Context: an optimization exercise on an open-source flow, tuned for small area. The choices shown serve that exercise and are no tape-out recipe. At most, simulation tests tie the RTL to the original design; equivalence was not proved. Only the layout flow was run in run 5; the RTL was not checked for function there. Power and IR drop assume default switching activity.

--- design.v ---
`timescale 1ns / 1ps
module compare(
	clk, rst,
	valid_dog,
    data_dog1, data_dog2, data_dog3,
	cpr_end,
	cnt_seed,
	valid_max,
	addr_max
    );
  input clk, rst;
  input valid_dog;
  input signed [7:0] data_dog1, data_dog2, data_dog3;
  output reg valid_max;    
  output reg cpr_end;
  output reg [8:0] cnt_seed;
  output [15:0] addr_max;
  function gt7;
    input [6:0] a, b;
    integer i;
    reg g;
    begin
      g = 1'b0;
      for (i = 0; i < 7; i = i + 1)
        g = (a[i] & ~b[i]) | (a[i] & g) | (~b[i] & g);
      gt7 = g;
    end
  endfunction
  function gt8;
    input [7:0] a, b;
    integer i;
    reg g;
    begin
      g = 1'b0;
      for (i = 0; i < 8; i = i + 1)
        g = (a[i] & ~b[i]) | (a[i] & g) | (~b[i] & g);
      gt8 = g;
    end
  endfunction
  reg [11:0] pos;
  wire [5:0] col = pos[5:0];    
  wire [5:0] row = pos[11:6];   
  wire win_hit = (col >= 6'd17) && (col <= 6'd44);
  wire win_wr = (col >= 6'd17) && (col <= 6'd46);
  wire row_ok = (row >= 6'd18) && (row <= 6'd45);
  function sgt8;
    input [7:0] a, b;
    sgt8 = gt8({~a[7], a[6:0]}, {~b[7], b[6:0]});
  endfunction
  wire [7:0] d13 = sgt8(data_dog3, data_dog1) ? data_dog3 : data_dog1;
  wire g2 = sgt8(data_dog2, d13);
  wire [7:0] dmax = g2 ? data_dog2 : d13;
  wire [6:0] a_in = dmax[6:0] & {7{~dmax[7]}};
  wire [6:0] x2 = data_dog2[6:0] & {7{~data_dog2[7]}};
  reg [6:0] a1, a2;    
  reg ok1;             
  reg ok2;             
  wire [7:0] r0, r1, r2;    
  Line_buff #(.NUM(32), .DW(8)) store (
	.clk(clk),
	.load(win_wr),
	.data_in({ok2 && gt7(a2, a1), a2}),
	.data_out(r0),
	.tap1(r1),
	.tap2(r2)
	);
  always @(posedge clk) begin
    a1 <= a_in;
    a2 <= a1;
    ok1 <= g2 && gt7(x2, a1) && (x2[6:1] != 6'd0);
    ok2 <= ok1 && gt7(a1, r0[6:0]) && gt7(a1, r1[6:0]) && gt7(a1, r2[6:0]);
  end
  reg hp;
  always @(posedge clk or negedge rst)
    if (!rst) begin
      pos <= 12'd4030;
      hp <= 1'b0;
      cnt_seed <= 9'd0;
    end else begin
      pos <= pos ^ pos_t;
      hp <= win_hit && row_ok && r1[7] && gt7(r1[6:0], a1) && gt7(r1[6:0], a2);
      cnt_seed <= cnt_seed ^ cnt_t;
    end
  always @(*) valid_max = hp && gt7(r0[6:0], a1);
  assign addr_max = {4'd0, pos & {12{valid_max}}};
  reg [11:0] pos_t;
  reg [8:0] cnt_t;
  integer i;
  always @(*) begin
    pos_t[0] = valid_dog;
    for (i = 1; i < 12; i = i + 1)
      pos_t[i] = pos_t[i-1] & pos[i-1];
    cnt_t[0] = valid_max;
    for (i = 1; i < 9; i = i + 1)
      cnt_t[i] = cnt_t[i-1] & cnt_seed[i-1];
  end
  reg prev_valid, run;
  reg [6:0] q;
  wire start = prev_valid && !valid_dog;
  wire q_end = (q == 7'd120);
  always @(posedge clk)
    q <= start ? 7'd0 : {q[5:0], ~(q[6] ^ q[5])};
  always @(posedge clk or negedge rst)
    if (!rst) begin
      prev_valid <= 1'b0;
      run <= 1'b0;
      cpr_end <= 1'b0;
    end else begin
      prev_valid <= valid_dog;
      run <= start || (run && !q_end);
      cpr_end <= run && q_end;
    end
endmodule
`timescale 1ns / 1ps
module compare_one(
	data_dog,
	data_clip
    );
  input signed [7:0] data_dog;
  output [6:0] data_clip;
  assign data_clip = data_dog[6:0] & {7{~data_dog[7]}};
endmodule
`timescale 1ns / 1ps
module Line_buff(
	clk,
	load,
	data_in,
	data_out,
	tap1,
	tap2
    );
    parameter NUM = 32,
              DW = 8;
    input clk;
    input load;
    input [DW-1:0] data_in;
    output [DW-1:0] data_out;
    output [DW-1:0] tap1;
    output [DW-1:0] tap2;
    reg [DW-1:0] data_tem[0:NUM-1];
    assign data_out = data_tem[NUM-1];
    assign tap1 = data_tem[NUM-2];
    assign tap2 = data_tem[NUM-3];
    generate
    genvar i;
    for(i=0;i<NUM;i=i+1)
    	begin : stage
    	always@(posedge clk)
    		if(i==0)
    			data_tem[i] <= load ? data_in : data_tem[NUM-1];
    		else
    			data_tem[i] <= data_tem[i-1];
    	end
    endgenerate
endmodule
--- flow/run.sh ---
#!/bin/bash
# The standard layout (the standard.sh: ORFS synthesis to finish), with
# every input and output port buffered by the smallest buffer cell, and a
# clock tree of clkbuf_8 cells without dummy loads.
set -euo pipefail
export BUFFER_PORTS_ARGS="-buffer_cell sky130_fd_sc_hd__buf_1"
export CTS_ARGS="-sink_clustering_enable -repair_clock_nets -sink_clustering_size 16 -sink_clustering_max_diameter 60 -buf_list sky130_fd_sc_hd__clkbuf_8 -dont_use_dummy_load"
bash standard.sh > standard.log 2>&1
--- standard.sh ---
#!/bin/bash
# synth_recipe.tcl (not shown) runs the flow's synth.tcl, then flattens the netlist and writes it again
# the make line also repeats each setting of config.mk as NAME=value (left out here)
make -C /OpenROAD-flow-scripts/flow DESIGN_CONFIG=/design/flow/config.mk WORK_HOME=/design/flow/orfs CLKGATE_MAP_FILE= SYNTH_SCRIPT=/design/flow/synth_recipe.tcl "${@:-finish}"
--- config.mk ---
export PLATFORM = sky130hd
export DESIGN_NAME = compare
export DESIGN_NICKNAME = compare
export VERILOG_FILES = /design/flow/design.v
export SDC_FILE = /design/flow/constraint.sdc
export NUM_CORES = 4
export LEC_CHECK = 0
export ABC_AREA = 1
export CAP_MARGIN = 20
export CORE_MARGIN = 2
export CORE_UTILIZATION = 75
export CTS_BUF_LIST = sky130_fd_sc_hd__clkbuf_8
export CTS_CLUSTER_DIAMETER = 60
export CTS_CLUSTER_SIZE = 16
export SLEW_MARGIN = 20
--- constraint.sdc ---
create_clock -name core_clock -period 4.0 [get_ports {clk}]
set_input_delay 0.8000 -clock core_clock [delete_from_list [all_inputs] [get_ports {clk}]]
set_output_delay 0.8000 -clock core_clock [all_outputs]
set_load 0.01 [all_outputs]
==> results.ini, run 1 <==
[pwr]
p_int_mw = 4.725
p_sw_mw = 1.567
power_density_nw_per_um2 = 726.7
vdd_ir_drop_max_mv = 0.5129
seqPwrFrac_pct = 70.8
clkPwrFrac_pct = 20.9
switching_share_pct = 24.91
combPwrFrac_pct = 8.2
p_leak_nw = 3.893

[global_route]
grt_util_all_layers_pct = 26.20
grt_max_degree = 25
busiest_layer = met2
grt_pass1_wl_um = 23210
use_met1_pct = 29.81
grt_pass1_vias = 4773
grt_util_met2_pct = 48.88
antenna_found_initial = 0
gr-usage-met3_pct = 3.753
overflow = 0

[finish]
post-route-cell-area_um2 = 8658
area_growth_pct = 7.604
layout-drive-gt1-share_pct = 6.156
nNetsFinal = 779
antenna_cells = 0

[logic_synthesis]
synthesis.area_um2 = 8046
yosys.area.top_type = dfxtp_1
ys_top_cells_by_count = dfxtp_1, nand2_1, inv_1, nor2_1, o21ai_0
post-synth-top-count-cell = dfxtp_1
synth.distinct_cells = 36
synth_edf_count = 0
ys_seq_elements = 304
syn_avg_cell_area_um2 = 12.10
yosys-top-cells-area = dfxtp_1, nand2_1, dfrtp_1
synth-seq-area-share_pct = 77.34
netlist.area_leader.share_pct = 69.41
ys_warn_count = 3
synthFlopType = dfxtp_1
syn_inst = 665
async_flop_share_pct = 8.224

[timing]
layout_min_cycle_time_ns = 3.671
fin_crit_sh_pct = 91.78
fmax_ghz = 0.2724
rsz0062_at_grt = no
hold_viol = 0
relSlewSlack_pct = 56.47
setup_viol_count_final = 0
slew_violations = 0
finClkSkew_ns = 0.01376
fin_setup_tns_ns = 0
worst_pin_slew_ns = 0.6511

[drt]
drc_errors = 0
vias_per_cell = 5.339
dr.pass1.iters = 5
drt-total-wl_um = 14590
wl_per_cell_um = 16.83
antenna_left = 0
vias = 4629
drt-initial-drc-count = 348

[clock_network]
cts_setup_buffers = 0
htreeDepth = 1
path_clk_slew_ns = 0.09
clock_sinks = 304
numCtsBuffers = 22
cts_tree = done
cts_root_buffer = clkbuf_8
clock_latency_ns = 0.51
postCtsHoldBufs = 0
cts-resized-gates = 0
cts_max_path_buffers = 3

[critical_path]
crit_fanout = 13
setup.worst_path.start_class = flip-flop
rr_startpoint = a1[1]
cp-end-kind = flip-flop
cp.arrival_ns = 4.06
critPathKind = flip-flop to flip-flop
required_ns = 4.39
r2r-end = cnt_seed[8]
r2r_cells = 19
r2r_slack_ns = 0.33
crit_start = a1[1]

[die]
die-area_um2 = 11570
io_pins = 54
die_y_um = 107.6
start_util_pct = 77.59
coreArea_um2 = 10370
die_w_um = 107.6
num_rows = 37

[placed_design]
place_hpwl_um = 9777
port_buffers = 49
gp_congestion = 0.8189
post_dp_cell_area_um2 = 8356

[outcome]
outcome = finished clean

[flow_run]
max_cap_violations = 0

[hold_path]
hp-class = primary input to async pin

==> cells by family after synthesis <==
family	count (synthesis)	synth area share, %
DFF	304	77.34
adders and majority gates	19	2.954
other	1	0.04660
xor gates and xnor gates	2	0.2177
AOI/OAI and AO/OA	69	5.536
buffers and inverters	85	4.338
and+or+nand+nor	185	9.563
==> power by group through the flow <==
| stage | combinational, mW | sequential [mW] | clock (mW) |
|---|---|---|---|
| finish | 0.519 | 4.46 | 1.32 |
| global route | 0.577 | 4.54 | 1.43 |
| CTS | 0.512 | 4.47 | 1.35 |
| detailed placement | 0.498 | 4.50 | 0 |
| global placement | 0.444 | 4.43 | 0 |
| floorplan | 0.361 | 4.30 | 0 |
==> sequential cells by signal, summed over array words and instances, names as in the netlist, 7 cells and up <==
signal,cells
cnt_seed,9
a2,7
store.data_tem,256
pos,12
q,7
a1,7
==> worst max-delay path by stage <==
| stage | to | cells past startpoint | slack (ns) |
|---|---|---|---|
| after global routing | cnt_seed[8] | 17 | 0.14 |
| after CTS | cnt_seed[8] | 19 | 0.35 |
| after global placement | cnt_seed[8] | 19 | 0.60 |
| after detailed placement | cnt_seed[8] | 19 | 0.42 |
| final | cnt_seed[8] | 19 | 0.33 |
| after floorplan | cnt_seed[8] | 18 | 0.66 |
==> metrics by stage <==
stage,power [mW],hold WS [ns],instances,utilization [%],setup slack (ns)
floorplan,4.664,0.3096,668,-,0.6637
global placement,4.871,0.3131,845,80.57,0.6021
detailed placement,4.995,0.3121,845,80.57,0.4201
CTS,6.328,0.04492,867,83.49,0.3458
global route,6.544,0.04971,867,83.49,0.1371
finish,6.292,0.05768,867,83.49,0.3289
==> worst max-delay path: stages, from the launching register on <==
cell	delay, ns
dfxtp_1	0.37
clkinv_1	0.26
nand2_1	0.16
o21ai_0	0.10
inv_1	0.06
o211ai_1	0.10
o221a_2	0.14
o21ai_0	0.18
nand2_1	0.07
nand2_1	0.35
inv_1	0.12
ha_1	0.22
ha_1	0.18
ha_1	0.18
ha_1	0.17
ha_1	0.17
ha_1	0.19
ha_1	0.19
ha_1	0.19
xor2_1	0.15
==> cell type report <==
cell class	instances	area, µm²
timing repair buffer	50	191.4
fill	500	1712
tap	136	170.2
inverter	76	285.3
sequential	304	6223
clock buffer	22	302.8
multi-input combinational	279	1485
==> metal layers <==
metal  wire length, µm  part of all wire, %
met5                 0                    0
met4               571                  3.9
met3               675                  4.6
met2              7678                   53
met1              5662                   39
==> cell usage in the layout (no fill, tap or decap), types with 3 or more instances in the layout <==
| cell | count |
|---|---|
| nor3_1 | 3 |
| clkinv_1 | 4 |
| nand2_1 | 104 |
| inv_1 | 72 |
| nand4_1 | 3 |
| nor2_1 | 44 |
| a21oi_1 | 5 |
| o211ai_1 | 4 |
| nand3_1 | 19 |
| ha_1 | 19 |
| dfrtp_1 | 15 |
| clkbuf_8 | 22 |
| buf_1 | 49 |
| o22ai_1 | 10 |
| dfxtp_1 | 279 |
| o21ai_0 | 26 |
| o21ai_1 | 4 |
| dfstp_2 | 10 |
| o221ai_1 | 12 |
| conb_1 | 4 |
==> run 2, diff against run 1 <==
==> flow/run.sh (replaced) <==
#!/bin/bash
# The standard layout (the standard.sh: ORFS synthesis to finish), with
# every input and output port buffered by the smallest buffer cell, and a
# clock tree of clkbuf_8 cells without dummy loads.
set -euo pipefail
export BUFFER_PORTS_ARGS="-buffer_cell sky130_fd_sc_hd__buf_1"
export CTS_ARGS="-sink_clustering_enable -repair_clock_nets -sink_clustering_size 18 -sink_clustering_max_diameter 60 -buf_list sky130_fd_sc_hd__clkbuf_8 -dont_use_dummy_load"
bash standard.sh > standard.log 2>&1
==> results.ini, run 2 <==
[timing]
finClkSkew_ns = 0.04137
rsz0062_at_grt = no
worst_pin_slew_ns = 0.6094
fin_crit_sh_pct = 92.84
fmax_ghz = 0.2693
holdWs_ns = 0.06190
layout_min_cycle_time_ns = 3.714
setup_viol_count_final = 0
fin_setup_tns_ns = 0
relSlewSlack_pct = 59.26
slew_violations = 0
hold_viol = 0

[critical_path]
cp.arrival_ns = 4.10
cp_slowest_stage_delay_ns = 0.37
crit_fanout = 13
path_delay_family = adder cells
r2r-end = cnt_seed[8]
path_cells = clkinv_1 -> nand2_1 -> o21ai_0 -> inv_1 -> o211ai_1 -> o221a_2 -> o21ai_0 -> nand2_1 -> nand2_1 -> inv_1 -> ha_1 -> ha_1 -> ha_1 -> ha_1 -> ha_1 -> ha_1 -> ha_1 -> ha_1 -> xor2_1
cpMostUsedCell = ha_1
required_ns = 4.39
cp_slowest_cell = dfxtp_1
r2r_cells = 19
rr_startpoint = a1[1]
cp-end-kind = flip-flop
r2r_slack_ns = 0.29
critPathKind = flip-flop to flip-flop
cp_num_buf_inv = 3
setup.worst_path.start_class = flip-flop

[finish]
reg_top3 = store.data_tem x256, pos x12, cnt_seed x9
post-route-cell-area_um2 = 8645
antenna_cells = 0
layout_commonest_cell = dfxtp_1
final_cell_mix = dfxtp_1, nand2_1, inv_1
fillers = 503
regMostFlops = store.data_tem
fin_util_pct = 83.36
area_growth_pct = 7.433
nNetsFinal = 778
largest_register_ffs = 256
layout-drive-gt1-share_pct = 6.027

[logic_synthesis]
yosys-top-cells-area = dfxtp_1, nand2_1, dfrtp_1
synthFlopType = dfxtp_1
syn_avg_cell_area_um2 = 12.10
synth_edf_count = 0
ys_top_cells_by_count = dfxtp_1, nand2_1, inv_1, nor2_1, o21ai_0
ys_warn_count = 3
netlist.area_leader.share_pct = 69.41
post-synth-top-count-cell = dfxtp_1
async_flop_share_pct = 8.224
syn_inst = 665
synthesis.area_um2 = 8046
ys_seq_elements = 304
synth-seq-area-share_pct = 77.34
synth.distinct_cells = 36
yosys.area.top_type = dfxtp_1

[die]
die_y_um = 107.6
coreArea_um2 = 10370
start_util_pct = 77.59
die-area_um2 = 11570
die_w_um = 107.6
io_pins = 54
num_rows = 37

[clock_network]
postCtsHoldBufs = 0
numCtsBuffers = 21
cts_setup_buffers = 0
cts_max_path_buffers = 3
cts_root_buffer = clkbuf_8
clock_latency_ns = 0.51
htreeDepth = 1
cts_tree = done
clock_sinks = 304
cts-resized-gates = 0
path_clk_slew_ns = 0.10

[global_route]
grt_pass1_wl_um = 23960
overflow = 0
antenna_found_initial = 0
grt_pass1_vias = 4783
grt_max_degree = 25
grt_util_all_layers_pct = 27.06

[pwr]
p_leak_nw = 3.886
power_mw = 6.287
power_density_nw_per_um2 = 727.3
vdd_ir_drop_max_mv = 0.5363

[drt]
vias = 4570
drc_errors = 0
drt-initial-drc-count = 325
drt-total-wl_um = 14730
vias_per_cell = 5.277
wl_per_cell_um = 17.01
antenna_left = 0
dr.pass1.iters = 7

[placed_design]
place_hpwl_um = 9777
post_dp_cell_area_um2 = 8356
gp_congestion = 0.8189
port_buffers = 49

[hold_path]
hp-class = primary input to async pin

[outcome]
outcome = finished clean

[flow_run]
max_cap_violations = 0

## run 2: cell counts after synthesis
No cell type changed its count.
## run 2: final cells by class
class	count	area, µm²	share of cell area [%]
flip-flops and latches	304	6223	71.99
repair buffers	50	191.4	2.215
inverters	76	285.3	3.300
multi-input cells	279	1485	17.18
clock buffers	21	289.0	3.343
well taps	136	170.2	1.968
## run 2: where the power goes
| group | leakage, nW | total (mW) | switching (mW) | internal, mW |
|---|---|---|---|---|
| Sequential | 2.61 | 4.47 | 0.404 | 4.06 |
| Combinational | 1.13 | 0.518 | 0.350 | 0.168 |
| Clock | 0.151 | 1.30 | 0.829 | 0.475 |
| Total | 3.89 | 6.29 | 1.58 | 4.70 |
## run 2: per-stage QoR
stage	instances	setup WS [ns]
CTS	866	0.3078
detailed placement	845	0.4201
global placement	845	0.6021
global route	866	0.07196
floorplan	668	0.6637
finish	866	0.2865
## run 2: worst max-delay path by stage
| stage | start | end | slack [ns] | cells after the start |
|---|---|---|---|---|
| after floorplan | a1[1] | cnt_seed[8] | 0.66 | 18 |
| after global placement | a1[1] | cnt_seed[8] | 0.60 | 19 |
| after detailed placement | a1[1] | cnt_seed[8] | 0.42 | 19 |
| after CTS | a1[1] | cnt_seed[8] | 0.31 | 19 |
| after global routing | a1[1] | cnt_seed[8] | 0.07 | 19 |
| final | a1[1] | cnt_seed[8] | 0.29 | 19 |
## run 2: worst register-to-register path, stage by stage (launching register included)
cell	delay [ns]
dfxtp_1	0.37
clkinv_1	0.24
nand2_1	0.18
o21ai_0	0.13
inv_1	0.07
o211ai_1	0.10
o221a_2	0.14
o21ai_0	0.17
nand2_1	0.07
nand2_1	0.35
inv_1	0.12
ha_1	0.22
ha_1	0.18
ha_1	0.18
ha_1	0.17
ha_1	0.17
ha_1	0.19
ha_1	0.19
ha_1	0.19
xor2_1	0.15
## run 2: layer usage
metal  up-vias  global-route usage (%)  part of all wire [%]
met5         -                       0                     0
met4         0                   12.27                   3.7
met3        48                   4.298                   4.3
met2       156                   49.91                    53
met1      2147                   30.62                    39
li1       2219                       -                     -
## run 2: kinds of logic (layout without fill, tap and decap cells)
logic type | Yosys count | in the layout | share of synthesized area, %
AOI/OAI and AO/OA | 69 | 69 | 5.536
xor gates and xnor gates | 2 | 2 | 0.2177
adders and majority gates | 19 | 19 | 2.954
buffers and inverters | 85 | 147 | 4.338
DFF | 304 | 304 | 77.34
other | 1 | 4 | 0.04660
and+or+nand+nor | 185 | 185 | 9.563
==> run 3, diff against run 2 <==
==> flow/run.sh (replaced) <==
#!/bin/bash
# The standard layout (the standard.sh: ORFS synthesis to finish), with
# every input and output port buffered by the smallest buffer cell, and a
# clock tree of clkbuf_8 cells without dummy loads.
set -euo pipefail
export BUFFER_PORTS_ARGS="-buffer_cell sky130_fd_sc_hd__buf_1"
export CTS_ARGS="-sink_clustering_enable -repair_clock_nets -sink_clustering_size 20 -sink_clustering_max_diameter 100 -buf_list sky130_fd_sc_hd__clkbuf_8 -dont_use_dummy_load"
bash standard.sh > standard.log 2>&1
==> results.ini, run 3 <==
[finish]
fin_util_pct = 83.10
layout-drive-gt1-share_pct = 5.769
layout_commonest_cell = dfxtp_1
final_cells = 864
area_growth_pct = 7.091
final_cell_mix = dfxtp_1, nand2_1, inv_1
nNetsFinal = 776
post-route-cell-area_um2 = 8617
regMostFlops = store.data_tem
antenna_cells = 0
largest_register_ffs = 256
fillers = 518
regArea_um2 = 6223
reg_top3 = store.data_tem x256, pos x12, cnt_seed x9
multi_input_area_um2 = 1485

[critical_path]
setup.worst_path.start_class = flip-flop
path_delay_family = adder cells
r2r-end = cnt_seed[8]
required_ns = 4.38
cp_num_buf_inv = 3
cp_slowest_cell = dfxtp_1
rr_startpoint = a1[1]
cp-end-kind = flip-flop
cp_slowest_stage_delay_ns = 0.37
r2r_slack_ns = 0.33
critPathKind = flip-flop to flip-flop
cpMostUsedCell = ha_1
r2r_cells = 19
crit_fanout = 13
cp.arrival_ns = 4.05
path_cells = clkinv_1 -> nand2_1 -> o21ai_0 -> inv_1 -> o211ai_1 -> o221a_2 -> o21ai_0 -> nand2_1 -> nand2_1 -> inv_1 -> ha_1 -> ha_1 -> ha_1 -> ha_1 -> ha_1 -> ha_1 -> ha_1 -> ha_1 -> xor2_1

[drt]
drt-initial-drc-count = 355
vias = 4540
drt-total-wl_um = 14110
vias_per_cell = 5.255
dr.pass1.iters = 5
drc_errors = 0
antenna_left = 0
wl_per_cell_um = 16.33

[timing]
worst_pin_slew_ns = 0.5954
relSlewSlack_pct = 60.19
fin_crit_sh_pct = 91.65
fmax_ghz = 0.2728
finClkSkew_ns = 0.05985
slew_violations = 0
layout_min_cycle_time_ns = 3.666
rsz0062_at_grt = no
fin_setup_tns_ns = 0
fin_ws_ns = 0.3341
setup_viol_count_final = 0
hold_viol = 0
holdWs_ns = 0.06908

[logic_synthesis]
synthesis.area_um2 = 8046
netlist.area_leader.share_pct = 69.41
synthFlopType = dfxtp_1
yosys-top-cells-area = dfxtp_1, nand2_1, dfrtp_1
yosys.area.top_type = dfxtp_1
syn_avg_cell_area_um2 = 12.10
synth-seq-area-share_pct = 77.34
synth.distinct_cells = 36
ys_top_cells_by_count = dfxtp_1, nand2_1, inv_1, nor2_1, o21ai_0
async_flop_share_pct = 8.224
ys_warn_count = 3
post-synth-top-count-cell = dfxtp_1
syn_inst = 665
ys_seq_elements = 304
synth_edf_count = 0

[clock_network]
cts_tree = done
path_clk_slew_ns = 0.11
htreeDepth = 1
cts_max_path_buffers = 3
numCtsBuffers = 19
clock_latency_ns = 0.49
cts-resized-gates = 0
cts_root_buffer = clkbuf_8
postCtsHoldBufs = 0
clock_sinks = 304
cts_setup_buffers = 0

[outcome]
outcome = finished clean

[flow_run]
max_cap_violations = 0

[die]
start_util_pct = 77.59
die-area_um2 = 11570
die_y_um = 107.6
num_rows = 37
die_w_um = 107.6
coreArea_um2 = 10370
io_pins = 54

[global_route]
overflow = 0
grt_pass1_vias = 4683
grt_max_degree = 25
grt_pass1_wl_um = 22800
grt_util_all_layers_pct = 25.50
antenna_found_initial = 0

[placed_design]
dp_cells = 845
place_hpwl_um = 9777
post_dp_cell_area_um2 = 8356
dp_slack_ns = 0.4201
gp_congestion = 0.8189
port_buffers = 49

[pwr]
p_leak_nw = 3.871
vdd_ir_drop_max_mv = 0.6236
power_density_nw_per_um2 = 719.3
power_mw = 6.199

[hold_path]
hp-class = primary input to async pin

run 3: cell counts after synthesis:
No cell type changed its count.
run 3: cell families (layout without fill, tap and decap cells):
kind of cell	count (synthesis)	in the layout	synth area share, %
other	1	4	0.04660
flip-flops	304	304	77.34
AO/OA/AOI/OAI	69	69	5.536
AND/OR/NAND/NOR	185	185	9.563
XOR/XNOR	2	2	0.2177
buffers and inverters	85	145	4.338
adder cells (fa/ha/maj)	19	19	2.954
run 3: worst max path at each step:
stage / endpoint / startpoint / depth (start not counted) / slack (ns)
2_1_floorplan: cnt_seed[8] / a1[1] / 18 / 0.66
5_1_grt: cnt_seed[8] / a1[1] / 19 / 0.09
6_report: cnt_seed[8] / a1[1] / 19 / 0.33
3_5_place_dp: cnt_seed[8] / a1[1] / 19 / 0.42
3_3_place_gp: cnt_seed[8] / a1[1] / 19 / 0.60
4_1_cts: cnt_seed[8] / a1[1] / 19 / 0.37
run 3: worst reg2reg max path: stages, from the launching register on:
cell and delay [ns]:
dfxtp_1 0.37, clkinv_1 0.24, nand2_1 0.16, o21ai_0 0.10, inv_1 0.06, o211ai_1 0.11, o221a_2 0.14, o21ai_0 0.17
nand2_1 0.07, nand2_1 0.35, inv_1 0.12, ha_1 0.22, ha_1 0.18, ha_1 0.18, ha_1 0.17, ha_1 0.17
ha_1 0.19, ha_1 0.20, ha_1 0.19, xor2_1 0.15
run 3: cell type report:
type                       instances  area share, %
clock buffer                      19          3.035
sequential                       304          72.22
timing repair buffer              50          2.222
inverter                          76          3.311
multi-input combinational        279          17.24
tap                              136          1.975
run 3: routing by layer:
metal / wire, µm / vias to the layer above / global-route usage [%] / share of wire (%)
li1: - / 2212 / - / -
met1: 5639 / 2112 / 29.88 / 40
met2: 7310 / 168 / 47.12 / 52
met3: 597 / 48 / 3.935 / 4.2
met4: 561 / 0 / 9.341 / 4.0
met5: 0 / - / 0 / 0
run 3: where the power goes:
part	switching (mW)	total [mW]	internal (mW)	leakage, nW
clock	0.805	1.24	0.431	0.137
sequential	0.391	4.45	4.06	2.61
combinational	0.343	0.511	0.168	1.13
total	1.54	6.20	4.66	3.87
==> run 4, diff against run 3 <==
==> flow/run.sh (replaced) <==
#!/bin/bash
# The standard layout (the standard.sh: ORFS synthesis to finish), with
# every input and output port buffered by the smallest buffer cell, and a
# clock tree of clkbuf_4 and clkbuf_8 cells without dummy loads.
set -euo pipefail
export BUFFER_PORTS_ARGS="-buffer_cell sky130_fd_sc_hd__buf_1"
export CTS_ARGS="-sink_clustering_enable -repair_clock_nets -sink_clustering_size 16 -sink_clustering_max_diameter 60 -buf_list {sky130_fd_sc_hd__clkbuf_4 sky130_fd_sc_hd__clkbuf_8} -dont_use_dummy_load"
bash standard.sh > standard.log 2>&1
==> results.ini, run 4 <==
[finish]
nNetsFinal = 779
final_cell_mix = dfxtp_1, nand2_1, inv_1
fin_util_pct = 83.49
area_growth_pct = 7.604
layout-drive-gt1-share_pct = 6.156
regMostFlops = store.data_tem
antenna_cells = 0
final_cells = 867
largest_register_ffs = 256
fillers = 500
layout_commonest_cell = dfxtp_1
reg_top3 = store.data_tem x256, pos x12, cnt_seed x9

[global_route]
grt_util_all_layers_pct = 26.20
grt_pass1_wl_um = 23210
grt_pass1_vias = 4773
overflow = 0
grt_max_degree = 25
antenna_found_initial = 0

[logic_synthesis]
yosys-top-cells-area = dfxtp_1, nand2_1, dfrtp_1
post-synth-top-count-cell = dfxtp_1
ys_warn_count = 3
synth_edf_count = 0
synth-seq-area-share_pct = 77.34
synth.distinct_cells = 36
ys_seq_elements = 304
yosys.area.top_type = dfxtp_1
ys_top_cells_by_count = dfxtp_1, nand2_1, inv_1, nor2_1, o21ai_0
async_flop_share_pct = 8.224
syn_inst = 665
syn_avg_cell_area_um2 = 12.10
netlist.area_leader.share_pct = 69.41
synthesis.area_um2 = 8046
synthFlopType = dfxtp_1

[die]
num_rows = 37
io_pins = 54
coreArea_um2 = 10370
die_w_um = 107.6
start_util_pct = 77.59
die-area_um2 = 11570
die_y_um = 107.6

[clock_network]
cts-resized-gates = 0
cts_tree = done
clock_latency_ns = 0.51
path_clk_slew_ns = 0.09
postCtsHoldBufs = 0
clock_sinks = 304
cts_max_path_buffers = 3
numCtsBuffers = 22
htreeDepth = 1
cts_root_buffer = clkbuf_8
cts_setup_buffers = 0

[outcome]
outcome = finished clean

[timing]
fmax_ghz = 0.2724
setup_viol_count_final = 0
worst_pin_slew_ns = 0.6511
fin_crit_sh_pct = 91.78
fin_setup_tns_ns = 0
relSlewSlack_pct = 56.47
rsz0062_at_grt = no
hold_viol = 0
layout_min_cycle_time_ns = 3.671
finClkSkew_ns = 0.01376
slew_violations = 0

[drt]
antenna_left = 0
wl_per_cell_um = 16.83
drt-initial-drc-count = 348
vias_per_cell = 5.339
drt-total-wl_um = 14590
vias = 4629
dr.pass1.iters = 5
drc_errors = 0

[critical_path]
crit_fanout = 13
critPathKind = flip-flop to flip-flop
cpMostUsedCell = ha_1
cp-end-kind = flip-flop
r2r_slack_ns = 0.33
setup.worst_path.start_class = flip-flop
required_ns = 4.39
path_cells = clkinv_1 -> nand2_1 -> o21ai_0 -> inv_1 -> o211ai_1 -> o221a_2 -> o21ai_0 -> nand2_1 -> nand2_1 -> inv_1 -> ha_1 -> ha_1 -> ha_1 -> ha_1 -> ha_1 -> ha_1 -> ha_1 -> ha_1 -> xor2_1
cp.arrival_ns = 4.06
cp_slowest_stage_delay_ns = 0.37
cp_slowest_cell = dfxtp_1

[placed_design]
place_hpwl_um = 9777
port_buffers = 49
gp_congestion = 0.8189
dp_cells = 845

[flow_run]
max_cap_violations = 0

[pwr]
power_density_nw_per_um2 = 726.7
vdd_ir_drop_max_mv = 0.5129
p_leak_nw = 3.893

[hold_path]
hp-class = primary input to async pin

## run 4: cell counts after synthesis
Identical to the previous run, type by type.
## run 4: final cells by class
cell class	instances	area [µm²]	share of cell area [%]
clock buffers	22	302.8	3.497
inverters	76	285.3	3.295
multi-input cells	279	1485	17.15
flip-flops and latches	304	6223	71.88
well taps	136	170.2	1.965
repair buffers	50	191.4	2.211
## run 4: power breakdown
part	switching [mW]	leakage, nW	total (mW)	internal [mW]
clock	0.822	0.158	1.32	0.496
sequential	0.394	2.61	4.46	4.06
combinational	0.352	1.13	0.519	0.167
total	1.57	3.89	6.29	4.72
## run 4: worst max-delay path, delay by kind of cell, from the launching register on
family                   cells  cell delay (ns)
AO/OA/AOI/OAI                4             0.52
XOR/XNOR                     1             0.15
adder cells (fa/ha/maj)      8             1.49
buffers and inverters        3             0.44
flip-flops                   1             0.37
AND/OR/NAND/NOR              3             0.58
## run 4: worst paths after layout
path | start | to | cells past startpoint
setup / recovery | a1[1] | cnt_seed[8] | 19
hold / removal | rst | cnt_seed[8] | 1
setup reg to reg | a1[1] | cnt_seed[8] | 19
hold reg to reg | store.data_tem[14][1] | store.data_tem[15][1] | 0
max in group asynchronous | rst | pos[7] | 2
min in group core_clock | store.data_tem[14][1] | store.data_tem[15][1] | 0
## run 4: cell families (layout without fill, tap and decap cells)
kind of cell    Yosys count  in the layout  share of synthesized area, %
xor+xnor                  2              2                        0.2177
fa+ha+maj                19             19                         2.954
buf+inv                  85            148                         4.338
simple gates            185            185                         9.563
other cells               1              4                       0.04660
compound gates           69             69                         5.536
flops                   304            304                         77.34
## run 4: per-layer routing
layer | routed length, µm | global-route usage (%)
met3 | 675 | 3.753
met2 | 7678 | 48.88
met4 | 571 | 10.99
met1 | 5662 | 29.81
met5 | 0 | 0
## run 4: metrics by stage
step	cell area, µm²	power [mW]	setup WS [ns]	hold WS [ns]
finish	8658	6.292	0.3289	0.05768
global route	8658	6.544	0.1371	0.04971
CTS	8658	6.328	0.3458	0.04492
detailed placement	8356	4.995	0.4201	0.3121
global placement	8356	4.871	0.6021	0.3131
floorplan	8058	4.664	0.6637	0.3096
==> run 5, diff against run 4 <==
--- a/design.v
+++ b/design.v
@@ -11,7 +11,7 @@
   input clk, rst;
   input valid_dog;
   input signed [7:0] data_dog1, data_dog2, data_dog3;
-  output reg valid_max;    
+  output reg valid_max;
   output reg cpr_end;
   output reg [8:0] cnt_seed;
   output [15:0] addr_max;
@@ -41,7 +41,7 @@
   wire [5:0] col = pos[5:0];    
   wire [5:0] row = pos[11:6];   
   wire win_hit = (col >= 6'd17) && (col <= 6'd44);
-  wire win_wr = (col >= 6'd17) && (col <= 6'd46);
+  wire win_wr = (col >= 6'd16) && (col <= 6'd45);
   wire row_ok = (row >= 6'd18) && (row <= 6'd45);
   function sgt8;
     input [7:0] a, b;
@@ -52,36 +52,39 @@
   wire [7:0] dmax = g2 ? data_dog2 : d13;
   wire [6:0] a_in = dmax[6:0] & {7{~dmax[7]}};
   wire [6:0] x2 = data_dog2[6:0] & {7{~data_dog2[7]}};
-  reg [6:0] a1, a2;    
+  reg [6:0] a1;        
   reg ok1;             
   reg ok2;             
-  wire [7:0] r0, r1, r2;    
-  Line_buff #(.NUM(32), .DW(8)) store (
+  wire [6:0] u1;       
+  wire f1;             
+  wire [6:0] u2;       
+  wire [6:0] w0;       
+  Line_buff #(.NUM(32), .DW(7)) store (
 	.clk(clk),
 	.load(win_wr),
-	.data_in({ok2 && gt7(a2, a1), a2}),
-	.data_out(r0),
-	.tap1(r1),
-	.tap2(r2)
+	.data_in(a1),
+	.flag_in(ok2 && gt7(w0, a1)),
+	.data_last(u1),
+	.flag_last(f1),
+	.data_prev(u2),
+	.data_first(w0)
 	);
   always @(posedge clk) begin
     a1 <= a_in;
-    a2 <= a1;
-    ok1 <= g2 && gt7(x2, a1) && (x2[6:1] != 6'd0);
-    ok2 <= ok1 && gt7(a1, r0[6:0]) && gt7(a1, r1[6:0]) && gt7(a1, r2[6:0]);
+    ok1 <= g2 && gt7(x2, a1) && gt7(x2, u1) && (x2[6:1] != 6'd0);
+    ok2 <= ok1 && gt7(a1, u1) && gt7(a1, u2);
   end
-  reg hp;
   always @(posedge clk or negedge rst)
     if (!rst) begin
       pos <= 12'd4030;
-      hp <= 1'b0;
+      valid_max <= 1'b0;
       cnt_seed <= 9'd0;
     end else begin
       pos <= pos ^ pos_t;
-      hp <= win_hit && row_ok && r1[7] && gt7(r1[6:0], a1) && gt7(r1[6:0], a2);
+      valid_max <= win_hit && row_ok && f1 && gt7(u1, w0) && gt7(u1, a1)
+                   && gt7(u1, a_in);
       cnt_seed <= cnt_seed ^ cnt_t;
     end
-  always @(*) valid_max = hp && gt7(r0[6:0], a1);
   assign addr_max = {4'd0, pos & {12{valid_max}}};
   reg [11:0] pos_t;
   reg [8:0] cnt_t;
@@ -125,31 +128,43 @@
 	clk,
 	load,
 	data_in,
-	data_out,
-	tap1,
-	tap2
+	flag_in,
+	data_last,
+	flag_last,
+	data_prev,
+	data_first
     );
     parameter NUM = 32,
-              DW = 8;
+              DW = 7;
     input clk;
     input load;
     input [DW-1:0] data_in;
-    output [DW-1:0] data_out;
-    output [DW-1:0] tap1;
-    output [DW-1:0] tap2;
+    input flag_in;
+    output [DW-1:0] data_last;     
+    output flag_last;
+    output [DW-1:0] data_prev;     
+    output [DW-1:0] data_first;    
     reg [DW-1:0] data_tem[0:NUM-1];
-    assign data_out = data_tem[NUM-1];
-    assign tap1 = data_tem[NUM-2];
-    assign tap2 = data_tem[NUM-3];
+    reg flag_tem[0:NUM-1];
+    assign data_last = data_tem[NUM-1];
+    assign flag_last = flag_tem[NUM-1];
+    assign data_prev = data_tem[NUM-2];
+    assign data_first = data_tem[0];
     generate
     genvar i;
     for(i=0;i<NUM;i=i+1)
     	begin : stage
     	always@(posedge clk)
-    		if(i==0)
+    		if(i==0) begin
     			data_tem[i] <= load ? data_in : data_tem[NUM-1];
-    		else
+    			flag_tem[i] <= flag_tem[NUM-1];
+    		end else if(i==1) begin
     			data_tem[i] <= data_tem[i-1];
+    			flag_tem[i] <= load ? flag_in : flag_tem[i-1];
+    		end else begin
+    			data_tem[i] <= data_tem[i-1];
+    			flag_tem[i] <= flag_tem[i-1];
+    		end
     	end
     endgenerate
 endmodule
==> flow/run.sh (replaced) <==
#!/bin/bash
# The standard layout (the standard.sh: ORFS synthesis to finish), with
# every input and output port buffered by the smallest buffer cell, and a
# clock tree of clkbuf_8 cells without dummy loads.
set -euo pipefail
export BUFFER_PORTS_ARGS="-buffer_cell sky130_fd_sc_hd__buf_1"
export CTS_ARGS="-sink_clustering_enable -repair_clock_nets -sink_clustering_size 18 -sink_clustering_max_diameter 60 -buf_list sky130_fd_sc_hd__clkbuf_8 -dont_use_dummy_load"
bash standard.sh > standard.log 2>&1
==> results.ini, run 5 <==
[clock_network]
cts_tree = done
cts_setup_buffers = 0
htreeDepth = 1
clock_sinks = 297
cts_root_buffer = clkbuf_8
numCtsBuffers = 20
clock_latency_ns = 0.53
cts_max_path_buffers = 3
cts-resized-gates = 0
postCtsHoldBufs = 0
path_clk_slew_ns = 0.10

[finish]
nNetsFinal = 772
area_growth_pct = 7.333
regMostFlops = store.data_tem
reg_top3 = store.data_tem x224, store.flag_tem x32, pos x12
post-route-cell-area_um2 = 8607
layout-drive-gt1-share_pct = 8.702
antenna_cells = 0
largest_register_ffs = 224
final_cell_mix = dfxtp_1, nand2_1, inv_1
layout_commonest_cell = dfxtp_1

[logic_synthesis]
syn_inst = 659
synth_edf_count = 0
ys_warn_count = 4
async_flop_share_pct = 8.418
synth-seq-area-share_pct = 75.86
yosys-top-cells-area = dfxtp_1, dfrtp_1, nand2_1
synth.distinct_cells = 41
ys_top_cells_by_count = dfxtp_1, nand2_1, inv_1, nor2_1, o21ai_0
synthesis.area_um2 = 8019
ys_seq_elements = 297
syn_avg_cell_area_um2 = 12.17
post-synth-top-count-cell = dfxtp_1
yosys.area.top_type = dfxtp_1
synthFlopType = dfxtp_1
netlist.area_leader.share_pct = 67.90

[critical_path]
critPathKind = primary input to flip-flop
cp-end-kind = flip-flop
setup.worst_path.start_class = primary input
crit_fanout = 13
required_ns = 4.39
cpMostUsedCell = nand2_1
cp.arrival_ns = 3.38
cp_slowest_cell = nand4_1
cp_slowest_stage_delay_ns = 0.13

[global_route]
antenna_found_initial = 0
grt_util_all_layers_pct = 25.39
grt_pass1_wl_um = 22490
overflow = 0
grt_pass1_vias = 4601
grt_max_degree = 26

[drt]
vias_per_cell = 5.353
antenna_left = 0
drt-initial-drc-count = 382
wl_per_cell_um = 16.33
drt-total-wl_um = 14040
vias = 4604
drc_errors = 0
dr.pass1.iters = 5

[die]
die-area_um2 = 11530
die_y_um = 107.4
start_util_pct = 77.33
coreArea_um2 = 10370
num_rows = 37
io_pins = 54
die_w_um = 107.4

[timing]
relSlewSlack_pct = 63.91
setup_viol_count_final = 0
slew_violations = 0
finClkSkew_ns = 0.04162
rsz0062_at_grt = no
holdWs_ns = 0.2580
hold_viol = 0
fin_setup_tns_ns = 0
fmax_ghz = 0.3340
worst_pin_slew_ns = 0.5400
layout_min_cycle_time_ns = 2.994
fin_crit_sh_pct = 74.86

[placed_design]
port_buffers = 49
post_dp_cell_area_um2 = 8332
place_hpwl_um = 9614
gp_congestion = 0.8604

[pwr]
power_density_nw_per_um2 = 718.0
p_leak_nw = 3.940
power_mw = 6.180
vdd_ir_drop_max_mv = 0.6069

[outcome]
outcome = finished clean

[flow_run]
max_cap_violations = 0

[hold_path]
hp-class = primary input to async pin

run 5: cell types whose count changed in the layout (fill, tap and decap cells not counted), moves of 3 or more:
cell / before / now
a221oi_1: 0 / 5
maj3_2: 0 / 12
o21ai_0: 26 / 23
dfxtp_1: 279 / 272
nor2_1: 44 / 25
o211ai_1: 4 / 1
o22ai_1: 10 / 13
inv_1: 72 / 77
o221ai_1: 12 / 4
nand2_1: 104 / 100
a31oi_1: 1 / 5
inv_2: 0 / 6
run 5: layer usage:
metal	share of wire [%]	vias to the layer above	track usage, %
met5	0	-	0
met4	5.4	0	13.00
met3	4.9	75	4.479
met2	49	201	44.17
met1	40	2125	30.29
li1	-	2203	-
run 5: area by class of cell:
type	instances	area (µm²)
sequential	297	6083
fill	503	1763
timing repair buffer	50	191.4
multi-input combinational	272	1568
inverter	85	319.1
clock buffer	20	275.3
tap	136	170.2
run 5: critical path, delay by kind of cell:
family	cells	cell delay, ns
AOI/OAI and AO/OA	1	0.05
and+or+nand+nor	28	2.17
buffers and inverters	5	0.38
run 5: cell families (layout without fill, tap and decap cells):
group	Yosys count	in the layout	share of synthesized area, %
XOR/XNOR	2	2	0.2185
adder cells (fa/ha/maj)	31	31	4.650
flip-flops	297	297	75.86
AO/OA/AOI/OAI	66	66	5.196
buffers and inverters	93	155	4.728
AND/OR/NAND/NOR	169	169	9.300
other	1	4	0.04676
run 5: path summary, 6_finish.rpt:
check	from	end	slack, ns	cells past startpoint
hold reg to reg	store.data_tem[7][5]	store.data_tem[8][5]	0.32	0
setup / recovery	data_dog3[2]	valid_max	1.01	34
hold / removal	rst	pos[0]	0.26	2
setup reg to reg	pos[0]	pos[11]	1.23	12
max in group asynchronous	rst	pos[3]	3.44	2
min in group core_clock	store.data_tem[7][5]	store.data_tem[8][5]	0.32	0
run 5: metrics by stage:
stage / setup WS (ns) / util, % / cells
after floorplan: 1.092 / - / 662
after global placement: 0.8202 / 80.35 / 840
after detailed placement: 0.6433 / 80.35 / 840
after CTS: 1.144 / 83.00 / 860
after global routing: 0.7272 / 83.00 / 860
final: 1.006 / 83.00 / 860
run 5: power breakdown:
group	total, mW	switching (mW)	internal [mW]
sequential	4.36	0.405	3.96
combinational	0.563	0.361	0.202
clock	1.25	0.801	0.452
total	6.18	1.57	4.61
==> run 6, diff against run 5 <==
--- a/design.v
+++ b/design.v
@@ -100,19 +100,18 @@
   reg prev_valid, run;
   reg [6:0] q;
   wire start = prev_valid && !valid_dog;
-  wire q_end = (q == 7'd120);
+  wire q_end = (q == 7'd113);
   always @(posedge clk)
     q <= start ? 7'd0 : {q[5:0], ~(q[6] ^ q[5])};
   always @(posedge clk or negedge rst)
     if (!rst) begin
       prev_valid <= 1'b0;
       run <= 1'b0;
-      cpr_end <= 1'b0;
     end else begin
       prev_valid <= valid_dog;
       run <= start || (run && !q_end);
-      cpr_end <= run && q_end;
     end
+  always @(*) cpr_end = run && q_end;    
 endmodule
 `timescale 1ns / 1ps
 module compare_one(
--- a/flow/run.sh
+++ b/flow/run.sh
@@ -5,4 +5,5 @@
 set -euo pipefail
 export BUFFER_PORTS_ARGS="-buffer_cell sky130_fd_sc_hd__buf_1"
 export CTS_ARGS="-sink_clustering_enable -repair_clock_nets -sink_clustering_size 18 -sink_clustering_max_diameter 60 -buf_list sky130_fd_sc_hd__clkbuf_8 -dont_use_dummy_load"
+export RECOVER_POWER=100
 bash standard.sh > standard.log 2>&1
==> results.ini, run 6 <==
[finish]
fillers = 483
largest_register_ffs = 224
reg_top3 = store.data_tem x224, store.flag_tem x32, pos x12
nNetsFinal = 772
area_growth_pct = 7.212
layout-drive-gt1-share_pct = 8.011
layout_commonest_cell = dfxtp_1
final_cell_mix = dfxtp_1, nand2_1, inv_1
antenna_cells = 0
regMostFlops = store.data_tem

[drt]
vias_per_cell = 5.423
wl_per_cell_um = 17.48
wl_met1_um = 5886
top_layer = met4
drt-initial-drc-count = 496
wl_met3_um = 830
drc_errors = 0
dr.pass1.iters = 11
vias = 4664
drt-total-wl_um = 15040
dr_wl_met2_um = 7434
antenna_left = 0

[outcome]
outcome = finished clean

[clock_network]
cts_max_path_buffers = 3
path_clk_slew_ns = 0.11
postCtsHoldBufs = 0
cts_tree = done
clock_sinks = 296
htreeDepth = 1
cts-resized-gates = 0
numCtsBuffers = 20
cts_root_buffer = clkbuf_8
clock_latency_ns = 0.53
cts_setup_buffers = 0

[timing]
fin_crit_sh_pct = 81.55
fin_setup_tns_ns = 0
rsz0062_at_grt = no
hold_viol = 0
holdWs_ns = 0.3152
layout_min_cycle_time_ns = 3.262
worst_pin_slew_ns = 1.246
setup_viol_count_final = 0
fmax_ghz = 0.3066
relSlewSlack_pct = 16.92
finClkSkew_ns = 0.03978
slew_violations = 0

[placed_design]
gp_congestion = 0.8653
port_buffers = 49
place_hpwl_um = 9549

[flow_run]
max_cap_violations = 0

[die]
coreArea_um2 = 10320
io_pins = 54
die-area_um2 = 11510
num_rows = 37
start_util_pct = 77.47
die_y_um = 107.3
die_w_um = 107.3

[logic_synthesis]
async_flop_share_pct = 8.108
ys_warn_count = 4
post-synth-top-count-cell = dfxtp_1
ys_seq_elements = 296
synth_edf_count = 0
ys_top_cells_by_count = dfxtp_1, nand2_1, inv_1, nor2_1, o21ai_0
synth-seq-area-share_pct = 75.75
yosys-top-cells-area = dfxtp_1, nand2_1, dfrtp_1
syn_avg_cell_area_um2 = 12.14
syn_inst = 659
synthesis.area_um2 = 7998
synthFlopType = dfxtp_1
synth.distinct_cells = 41
yosys.area.top_type = dfxtp_1
netlist.area_leader.share_pct = 68.09

[pwr]
vdd_ir_drop_max_mv = 0.5216
power_density_nw_per_um2 = 725.9
p_leak_nw = 3.920

[global_route]
overflow = 0
antenna_found_initial = 0
grt_pass1_vias = 4758
grt_util_all_layers_pct = 27.45
grt_max_degree = 25
grt_pass1_wl_um = 24150

[critical_path]
r2r-end = pos[11]
cp_slowest_stage_delay_ns = 0.29
endpoint = valid_max
cpMostUsedCell = nand2_1
cp_num_buf_inv = 4
cp_slowest_cell = o21ai_0
setup.worst_path.start_class = primary input
cp.arrival_ns = 3.69
r2r_slack_ns = 1.23
cp-end-kind = flip-flop
crit_fanout = 13
critPathKind = primary input to flip-flop
r2r_cells = 12
rr_startpoint = pos[0]
cp.depth = 33
crit_start = data_dog3[1]
required_ns = 4.43
path_delay_family = simple AND/OR/NAND/NOR gates

[hold_path]
hp-class = flip-flop to flip-flop

## run 6: cell types whose count changed after synthesis, sizes merged
| cell | change |
|---|---|
| inv | +1 |
| nand2 | +1 |
| nor3 | -1 |
| nor4 | +1 |
| dfrtp | -1 |
| o22ai | +1 |
| nand4 | -1 |
| o21ai | -1 |
## run 6: how the worst min path moves through the flow
stage / startpoint / to / slack [ns] / cells after the start
after detailed placement: store.data_tem[15][6] / store.data_tem[16][6] / 0.31 / 0
after CTS: rst / cnt_seed[8] / 0.28 / 2
final: store.data_tem[11][5] / store.data_tem[12][5] / 0.32 / 0
after global routing: store.data_tem[13][5] / store.data_tem[14][5] / 0.33 / 0
after floorplan: store.data_tem[9][0] / store.data_tem[10][0] / 0.31 / 0
after global placement: store.data_tem[10][6] / store.data_tem[11][6] / 0.31 / 0
## run 6: power by group
group | internal, mW | total [mW] | switching (mW)
Combinational | 0.201 | 0.575 | 0.374
Clock | 0.452 | 1.27 | 0.819
Sequential | 3.95 | 4.38 | 0.430
Total | 4.60 | 6.22 | 1.62
## run 6: worst reg2reg max path: stages, from the launching register on
cell and delay, ns:
dfrtp_1 0.43, ha_1 0.21, ha_1 0.19, ha_1 0.20, ha_1 0.20, ha_1 0.19
ha_1 0.18, ha_1 0.19, ha_1 0.19, ha_1 0.20, ha_1 0.20, ha_1 0.20
xor2_1 0.15
## run 6: routing by layer
metal	GRT usage [%]	vias to the layer above
li1	-	2201
met4	12.43	0
met1	33.00	2127
met3	4.116	93
met2	48.78	243
met5	0	-
## run 6: final cells by class
| type | instances | area, µm² | area share (%) |
|---|---|---|---|
| Clock buffer | 20 | 275.3 | 3.210 |
| Multi-Input combinational cell | 272 | 1560 | 18.20 |
| Timing Repair Buffer | 50 | 187.7 | 2.189 |
| Sequential cell | 296 | 6058 | 70.66 |
| Tap cell | 136 | 170.2 | 1.985 |
| Inverter | 86 | 322.8 | 3.765 |
## run 6: logic make-up after synthesis
logic type	after synthesis	synth area share [%]
flip-flops	296	75.75
AND/OR/NAND/NOR	169	9.309
buffers and inverters	94	4.787
AO/OA/AOI/OAI	66	5.225
adder cells (fa/ha/maj)	31	4.662
XOR/XNOR	2	0.2191
other	1	0.04689
## run 6: per-stage QoR
step / utilization [%] / cells / worst slack [ns] / instance area, µm² / power (mW)
2_1_floorplan: - / 662 / 1.092 / 8009 / 4.602
3_3_place_gp: 80.50 / 840 / 0.8198 / 8310 / 4.803
3_5_place_dp: 80.50 / 840 / 0.6725 / 8310 / 4.936
4_1_cts: 83.17 / 860 / 1.086 / 8586 / 6.231
5_1_grt: 83.06 / 860 / 0.3247 / 8574 / 6.453
6_report: 83.06 / 860 / 0.7381 / 8574 / 6.224
==> run 7, diff against run 6 <==
--- a/flow/run.sh
+++ b/flow/run.sh
@@ -5,5 +5,4 @@
 set -euo pipefail
 export BUFFER_PORTS_ARGS="-buffer_cell sky130_fd_sc_hd__buf_1"
 export CTS_ARGS="-sink_clustering_enable -repair_clock_nets -sink_clustering_size 18 -sink_clustering_max_diameter 60 -buf_list sky130_fd_sc_hd__clkbuf_8 -dont_use_dummy_load"
-export RECOVER_POWER=100
 bash standard.sh > standard.log 2>&1
--- a/config.mk
+++ b/config.mk
@@ -8,7 +8,7 @@
 export ABC_AREA = 1
 export CAP_MARGIN = 20
 export CORE_MARGIN = 2
-export CORE_UTILIZATION = 75
+export CORE_UTILIZATION = 85
 export CTS_BUF_LIST = sky130_fd_sc_hd__clkbuf_8
 export CTS_CLUSTER_DIAMETER = 60
 export CTS_CLUSTER_SIZE = 16
==> results.ini, run 7 <==
[global_route]
grt_max_degree = 25
grt_util_all_layers_pct = 65.31
overflow = 2

[clock_network]
cts_root_buffer = clkbuf_8
postCtsHoldBufs = 0
cts-resized-gates = 0
htreeDepth = 1
clock_sinks = 296
cts_setup_buffers = 0
numCtsBuffers = 20
cts_max_path_buffers = 3

[die]
start_util_pct = 86.97
num_rows = 35
die_y_um = 101
io_pins = 54
die_w_um = 101

[logic_synthesis]
post-synth-top-count-cell = dfxtp_1
synth.distinct_cells = 41
yosys.area.top_type = dfxtp_1
syn_avg_cell_area_um2 = 12.14
ys_seq_elements = 296
ys_top_cells_by_count = dfxtp_1, nand2_1, inv_1, nor2_1, o21ai_0
yosys-top-cells-area = dfxtp_1, nand2_1, dfrtp_1
ys_warn_count = 4
syn_inst = 659
synthesis.area_um2 = 7998
netlist.area_leader.share_pct = 68.09
synth_edf_count = 0
synthFlopType = dfxtp_1
synth-seq-area-share_pct = 75.75
async_flop_share_pct = 8.108

[placed_design]
gp_congestion = 0.8350
place_hpwl_um = 14120
port_buffers = 49

[timing]
worst-ep-kind = register data pin
worst_endpoint = valid_max$_DFF_PN0_/D

[outcome]
lastStage = global routing
stop_error = [ERROR GRT-0232] Routing congestion too high. Check the congestion heatmap in the GUI.
outcome = stopped before the end

run 7: per-layer routing:
layer  GRT overflow  global-route usage (%)
met1              0                   62.08
met2              0                   85.90
met3              0                   50.00
met4              2                   64.86
met5              0                   9.744
run 7: how the worst max path moves through the flow:
stage / start / end / cells past startpoint
CTS: data_dog3[1] / valid_max / 28
detailed placement: data_dog3[1] / valid_max / 30
global placement: data_dog2[7] / ok1 / 10
floorplan: valid_dog / pos[11] / 12
run 7: power groups by stage:
stage               clock (mW)  sequential (mW)  combinational [mW]
CTS                       1.30             4.45               0.704
detailed placement           0             4.42               0.644
global placement             0             4.32               0.479
floorplan                    0             4.20               0.406
run 7: cells by family after synthesis:
group	after synthesis	synth area share [%]
adders and majority gates	31	4.662
and+or+nand+nor	169	9.309
xor gates and xnor gates	2	0.2191
buffers and inverters	94	4.787
other	1	0.04689
DFF	296	75.75
AOI/OAI and AO/OA	66	5.225
run 7: per-stage QoR:
step	instance area [µm²]	setup WS [ns]	instances	hold WS (ns)	util (%)
4_1_cts	8554	0.4538	835	0.2738	93.02
3_5_place_dp	8279	0.2367	815	0.3121	90.03
3_3_place_gp	8279	0.8247	815	0.3121	90.03
2_1_floorplan	8009	1.092	662	0.3096	-
==> run 8, diff against run 7 <==
--- a/config.mk
+++ b/config.mk
@@ -8,7 +8,7 @@
 export ABC_AREA = 1
 export CAP_MARGIN = 20
 export CORE_MARGIN = 2
-export CORE_UTILIZATION = 85
+export CORE_UTILIZATION = 75
 export CTS_BUF_LIST = sky130_fd_sc_hd__clkbuf_8
 export CTS_CLUSTER_DIAMETER = 60
 export CTS_CLUSTER_SIZE = 16
==> results.ini, run 8 <==
[drt]
drt-total-wl_um = 15060
drc_errors = 0
wl_per_cell_um = 17.52
dr.pass1.iters = 6
drt-initial-drc-count = 456
vias_per_cell = 5.417
vias = 4659
antenna_left = 0

[die]
io_pins = 54
num_rows = 37
die_w_um = 107.3
die_y_um = 107.3
start_util_pct = 77.47
coreArea_um2 = 10320
die-area_um2 = 11510

[timing]
fin_setup_tns_ns = 0
rsz0062_at_grt = no
slew_violations = 0
worst_pin_slew_ns = 0.5621
relSlewSlack_pct = 62.43
fin_crit_sh_pct = 75.63
setup_viol_count_final = 0
layout_min_cycle_time_ns = 3.025
fmax_ghz = 0.3305
hold_viol = 0
finClkSkew_ns = 0.04043
holdWs_ns = 0.2721

[clock_network]
cts_root_buffer = clkbuf_8
clock_sinks = 296
path_clk_slew_ns = 0.11
numCtsBuffers = 20
clock_latency_ns = 0.53
cts-resized-gates = 0
cts_max_path_buffers = 3
cts_setup_buffers = 0
postCtsHoldBufs = 0
cts_tree = done
htreeDepth = 1

[logic_synthesis]
syn_inst = 659
yosys-top-cells-area = dfxtp_1, nand2_1, dfrtp_1
synthesis.area_um2 = 7998
synth_edf_count = 0
ys_top_cells_by_count = dfxtp_1, nand2_1, inv_1, nor2_1, o21ai_0
yosys.area.top_type = dfxtp_1
async_flop_share_pct = 8.108
synthFlopType = dfxtp_1
syn_avg_cell_area_um2 = 12.14
synth.distinct_cells = 41
post-synth-top-count-cell = dfxtp_1
synth-seq-area-share_pct = 75.75
netlist.area_leader.share_pct = 68.09
ys_warn_count = 4
ys_seq_elements = 296

[finish]
area_growth_pct = 7.353
post-route-cell-area_um2 = 8586
fillers = 479
reg_top3 = store.data_tem x224, store.flag_tem x32, pos x12
layout-drive-gt1-share_pct = 8.702
regArea_um2 = 6058
nNetsFinal = 772
final_cells = 860
antenna_cells = 0
layout_commonest_cell = dfxtp_1
final_cell_mix = dfxtp_1, nand2_1, inv_1
regMostFlops = store.data_tem
largest_register_ffs = 224
multi_input_area_um2 = 1568

[placed_design]
gp_congestion = 0.8653
place_hpwl_um = 9549
dp_cells = 840
post_dp_cell_area_um2 = 8310
port_buffers = 49

[critical_path]
critPathKind = primary input to flip-flop
cpMostUsedCell = nand2_1
cp-end-kind = flip-flop
path_delay_family = simple AND/OR/NAND/NOR gates
required_ns = 4.43
cp_slowest_cell = buf_1
cp.arrival_ns = 3.46
crit_fanout = 13
r2r_cells = 12
setup.worst_path.start_class = primary input
cp_slowest_stage_delay_ns = 0.16
cp.depth = 33
cp_num_buf_inv = 3

[pwr]
vdd_ir_drop_max_mv = 0.5217
power_mw = 6.230
p_leak_nw = 3.925
power_density_nw_per_um2 = 725.6

[hold_path]
hp-class = primary input to async pin

[global_route]
grt_pass1_wl_um = 24150
grt_max_degree = 25
antenna_found_initial = 0
grt_pass1_vias = 4758
grt_util_all_layers_pct = 27.45
overflow = 0

[flow_run]
max_cap_violations = 0

[outcome]
outcome = finished clean

[run 8: final timing paths]
check	slack, ns	endpoint	startpoint
min in group core_clock	0.31	store.data_tem[12][5]	store.data_tem[11][5]
max in group asynchronous	3.44	pos[2]	rst
hold / removal	0.27	valid_max	rst
setup reg to reg	1.23	pos[11]	pos[0]
hold reg to reg	0.31	store.data_tem[12][5]	store.data_tem[11][5]
setup / recovery	0.97	valid_max	data_dog3[1]
[run 8: final cells by class]
type,count,share of cell area (%)
timing repair buffer,50,2.230
sequential,296,70.56
clock buffer,20,3.206
inverter,86,3.760
multi-input combinational,272,18.26
tap,136,1.982
[run 8: stage by stage]
step / util [%] / worst slack, ns
floorplan: - / 1.092
global placement: 80.50 / 0.8198
detailed placement: 80.50 / 0.6725
CTS: 83.17 / 1.086
global route: 83.17 / 0.6324
finish: 83.17 / 0.9746
[run 8: cell families after synthesis]
| group | Yosys count | share of synthesized area [%] |
|---|---|---|
| simple gates | 169 | 9.309 |
| xor+xnor | 2 | 0.2191 |
| buf+inv | 94 | 4.787 |
| other cells | 1 | 0.04689 |
| compound gates | 66 | 5.225 |
| flops | 296 | 75.75 |
| fa+ha+maj | 31 | 4.662 |
[run 8: power by group]
part	switching, mW	total, mW	internal [mW]	leakage (nW)
clock network	0.819	1.27	0.452	0.144
logic	0.375	0.578	0.203	1.25
registers	0.431	4.38	3.95	2.53
[run 8: layer usage]
layer | wire length (µm) | share of wire, % | vias up | track usage (%)
li1 | - | - | 2205 | -
met1 | 5937 | 39 | 2147 | 33.00
met2 | 7570 | 50 | 238 | 48.78
met3 | 820 | 5.4 | 69 | 4.116
met4 | 734 | 4.9 | 0 | 12.43
met5 | 0 | 0 | - | 0
==> run 9, diff against run 8 <==
--- a/design.v
+++ b/design.v
@@ -51,7 +51,6 @@
   wire g2 = sgt8(data_dog2, d13);
   wire [7:0] dmax = g2 ? data_dog2 : d13;
   wire [6:0] a_in = dmax[6:0] & {7{~dmax[7]}};
-  wire [6:0] x2 = data_dog2[6:0] & {7{~data_dog2[7]}};
   reg [6:0] a1;        
   reg ok1;             
   reg ok2;             
@@ -71,7 +70,7 @@
 	);
   always @(posedge clk) begin
     a1 <= a_in;
-    ok1 <= g2 && gt7(x2, a1) && gt7(x2, u1) && (x2[6:1] != 6'd0);
+    ok1 <= g2 && gt7(a_in, a1) && gt7(a_in, u1) && (a_in[6:1] != 6'd0);
     ok2 <= ok1 && gt7(a1, u1) && gt7(a1, u2);
   end
   always @(posedge clk or negedge rst)
==> results.ini, run 9 <==
[placed_design]
dp_cells = 858
port_buffers = 49
gp_congestion = 0.8528
place_hpwl_um = 9910
dp_slack_ns = 0.4759

[critical_path]
r2r-end = pos[11]
crit_fanout = 13
cpMostUsedCell = nand2_1
required_ns = 4.44
r2r_cells = 12
cp_slowest_cell = o21ai_1
cp-end-kind = flip-flop
r2r_slack_ns = 1.29
critPathKind = primary input to flip-flop
cp.arrival_ns = 3.54
rr_startpoint = pos[0]
setup.worst_path.start_class = primary input
cp_slowest_stage_delay_ns = 0.24

[die]
die_w_um = 107.2
coreArea_um2 = 10320
die-area_um2 = 11490
io_pins = 54
start_util_pct = 77.36
num_rows = 37
die_y_um = 107.2

[logic_synthesis]
ys_warn_count = 4
yosys.area.top_type = dfxtp_1
async_flop_share_pct = 8.108
netlist.area_leader.share_pct = 68.18
post-synth-top-count-cell = dfxtp_1
synthFlopType = dfxtp_1
synthesis.area_um2 = 7986
synth.distinct_cells = 41
ys_top_cells_by_count = dfxtp_1, nand2_1, inv_1, nand3_1, nor2_1
synth_edf_count = 0
syn_avg_cell_area_um2 = 11.80
syn_inst = 677
yosys-top-cells-area = dfxtp_1, nand2_1, dfrtp_1
ys_seq_elements = 296
synth-seq-area-share_pct = 75.86

[timing]
relSlewSlack_pct = 41.29
worst_pin_slew_ns = 0.8806
layout_min_cycle_time_ns = 3.104
slew_violations = 0
hold_viol = 0
fin_ws_ns = 0.8964
setup_viol_count_final = 0
fin_setup_tns_ns = 0
finClkSkew_ns = 0.06795
rsz0062_at_grt = no
holdWs_ns = 0.3090
fin_crit_sh_pct = 77.59
fmax_ghz = 0.3222

[clock_network]
htreeDepth = 1
clock_sinks = 296
cts_tree = done
clock_latency_ns = 0.52
postCtsHoldBufs = 0
cts_max_path_buffers = 3
cts-resized-gates = 0
path_clk_slew_ns = 0.11
cts_root_buffer = clkbuf_8
numCtsBuffers = 20
cts_setup_buffers = 0

[global_route]
busiest_layer = met2
grt_pass1_wl_um = 23630
grt_util_met2_pct = 47.88
overflow = 0
grt_util_all_layers_pct = 26.75
gr-usage-met3_pct = 4.377
grt_pass1_vias = 4903
grt_max_degree = 19
use_met1_pct = 30.11
antenna_found_initial = 0

[drt]
vias = 4739
antenna_left = 0
wl_per_cell_um = 16.81
drc_errors = 0
drt-initial-drc-count = 324
drt-total-wl_um = 14760
vias_per_cell = 5.397
dr.pass1.iters = 6

[finish]
regMostFlops = store.data_tem
final_cells = 878
area_growth_pct = 7.442
layout_commonest_cell = dfxtp_1
final_cell_mix = dfxtp_1, nand2_1, inv_1
nNetsFinal = 790
layout-drive-gt1-share_pct = 6.873
fillers = 490
antenna_cells = 0
reg_top3 = store.data_tem x224, store.flag_tem x32, pos x12
largest_register_ffs = 224

[hold_path]
hold_end = store.data_tem[15][5]
min_from = store.data_tem[14][5]
hp-class = flip-flop to flip-flop
whs_path_depth = 0

[pwr]
power_density_nw_per_um2 = 725.0
p_leak_nw = 3.995
vdd_ir_drop_max_mv = 0.6484

[flow_run]
max_cap_violations = 0

[outcome]
outcome = finished clean

==> run 9: area by class of cell <==
| cell class | count | area, µm² | share of cell area (%) |
|---|---|---|---|
| inverter | 87 | 326.6 | 3.806 |
| sequential | 296 | 6058 | 70.60 |
| multi-input combinational | 289 | 1559 | 18.17 |
| tap | 136 | 170.2 | 1.983 |
| clock buffer | 20 | 275.3 | 3.208 |
| timing repair buffer | 50 | 191.4 | 2.231 |
==> run 9: metal layers <==
metal	up-vias	wire (µm)
met5	-	0
met4	0	801
met3	70	635
met2	202	7496
met1	2214	5822
li1	2253	-
==> run 9: through the flow <==
stage,util (%),power [mW],area (µm²)
floorplan,-,4.618,7998
global placement,80.45,4.831,8305
detailed placement,80.45,4.969,8305
CTS,83.12,6.235,8581
global route,83.12,6.465,8581
finish,83.12,6.221,8581
==> run 9: cell families (layout without fill, tap and decap cells) <==
family                   count (synthesis)  in the layout  synth area share, %
flip-flops                             296            296                75.86
AND/OR/NAND/NOR                        193            193                10.39
buffers and inverters                   95            157                4.763
AO/OA/AOI/OAI                           71             71                5.750
adder cells (fa/ha/maj)                 19             19                2.977
XOR/XNOR                                 2              2               0.2194
other                                    1              4              0.04695
==> run 9: worst max-delay path by stage <==
stage | from | to | slack [ns]
2_1_floorplan | data_dog3[2] | ok1 | 0.97
3_3_place_gp | data_dog3[1] | ok1 | 0.67
3_5_place_dp | data_dog3[1] | ok1 | 0.48
4_1_cts | data_dog3[1] | ok1 | 0.95
5_1_grt | data_dog1[1] | ok1 | 0.56
6_report | data_dog3[1] | ok1 | 0.90
==> run 9: where the power goes <==
group,switching (mW),internal (mW),total (mW)
Clock,0.786,0.452,1.24
Combinational,0.412,0.193,0.606
Sequential,0.423,3.95,4.38
==> run 9: worst max-delay path: cells and delay by family <==
| family | cells | cell delay (ns) |
|---|---|---|
| AOI/OAI and AO/OA | 3 | 0.46 |
| buffers and inverters | 5 | 0.38 |
| and+or+nand+nor | 25 | 1.92 |

## afterwards: timing with drivers on the ports
The flow's constraints put no driver on any port. The routed layouts listed below were extracted and timed again, unchanged, in two steps.
Step 1 (the two cells are an assumption about what drives the block):
set clk [get_ports {clk}]
set_driving_cell -lib_cell sky130_fd_sc_hd__clkbuf_16 $clk
set_driving_cell -lib_cell sky130_fd_sc_hd__buf_2 [delete_from_list [all_inputs] $clk]
Step 2 also shifts input and output timing later by t, the mid clock arrival at the registers, as if the neighbouring blocks saw the same clock.
Three values: no drivers, after step 1, after step 2; two values: the first two.
run	t (ns)	setup slack, ns	latest minus earliest clock arrival (ns)
run 1	0.532	0.329 / 0.329 / 0.329	0.018 / 0.018
run 2	0.526	0.286 / 0.286 / 0.286	0.047 / 0.047
run 3	0.497	0.334 / 0.334 / 0.334	0.065 / 0.066
run 4	0.532	0.329 / 0.329 / 0.329	0.018 / 0.018
run 5	0.543	1.006 / 1.016 / 0.473	0.044 / 0.044
run 6	0.541	0.738 / 0.728 / 0.187	0.042 / 0.042
run 8	0.542	0.975 / 0.964 / 0.422	0.046 / 0.047
run 9	0.522	0.896 / 0.908 / 0.386	0.068 / 0.068
After both steps every run listed still meets setup and hold. For run 8, which loses most, drivers alone change the setup slack by -0.011 ns; drivers and shift together by -0.553 ns.
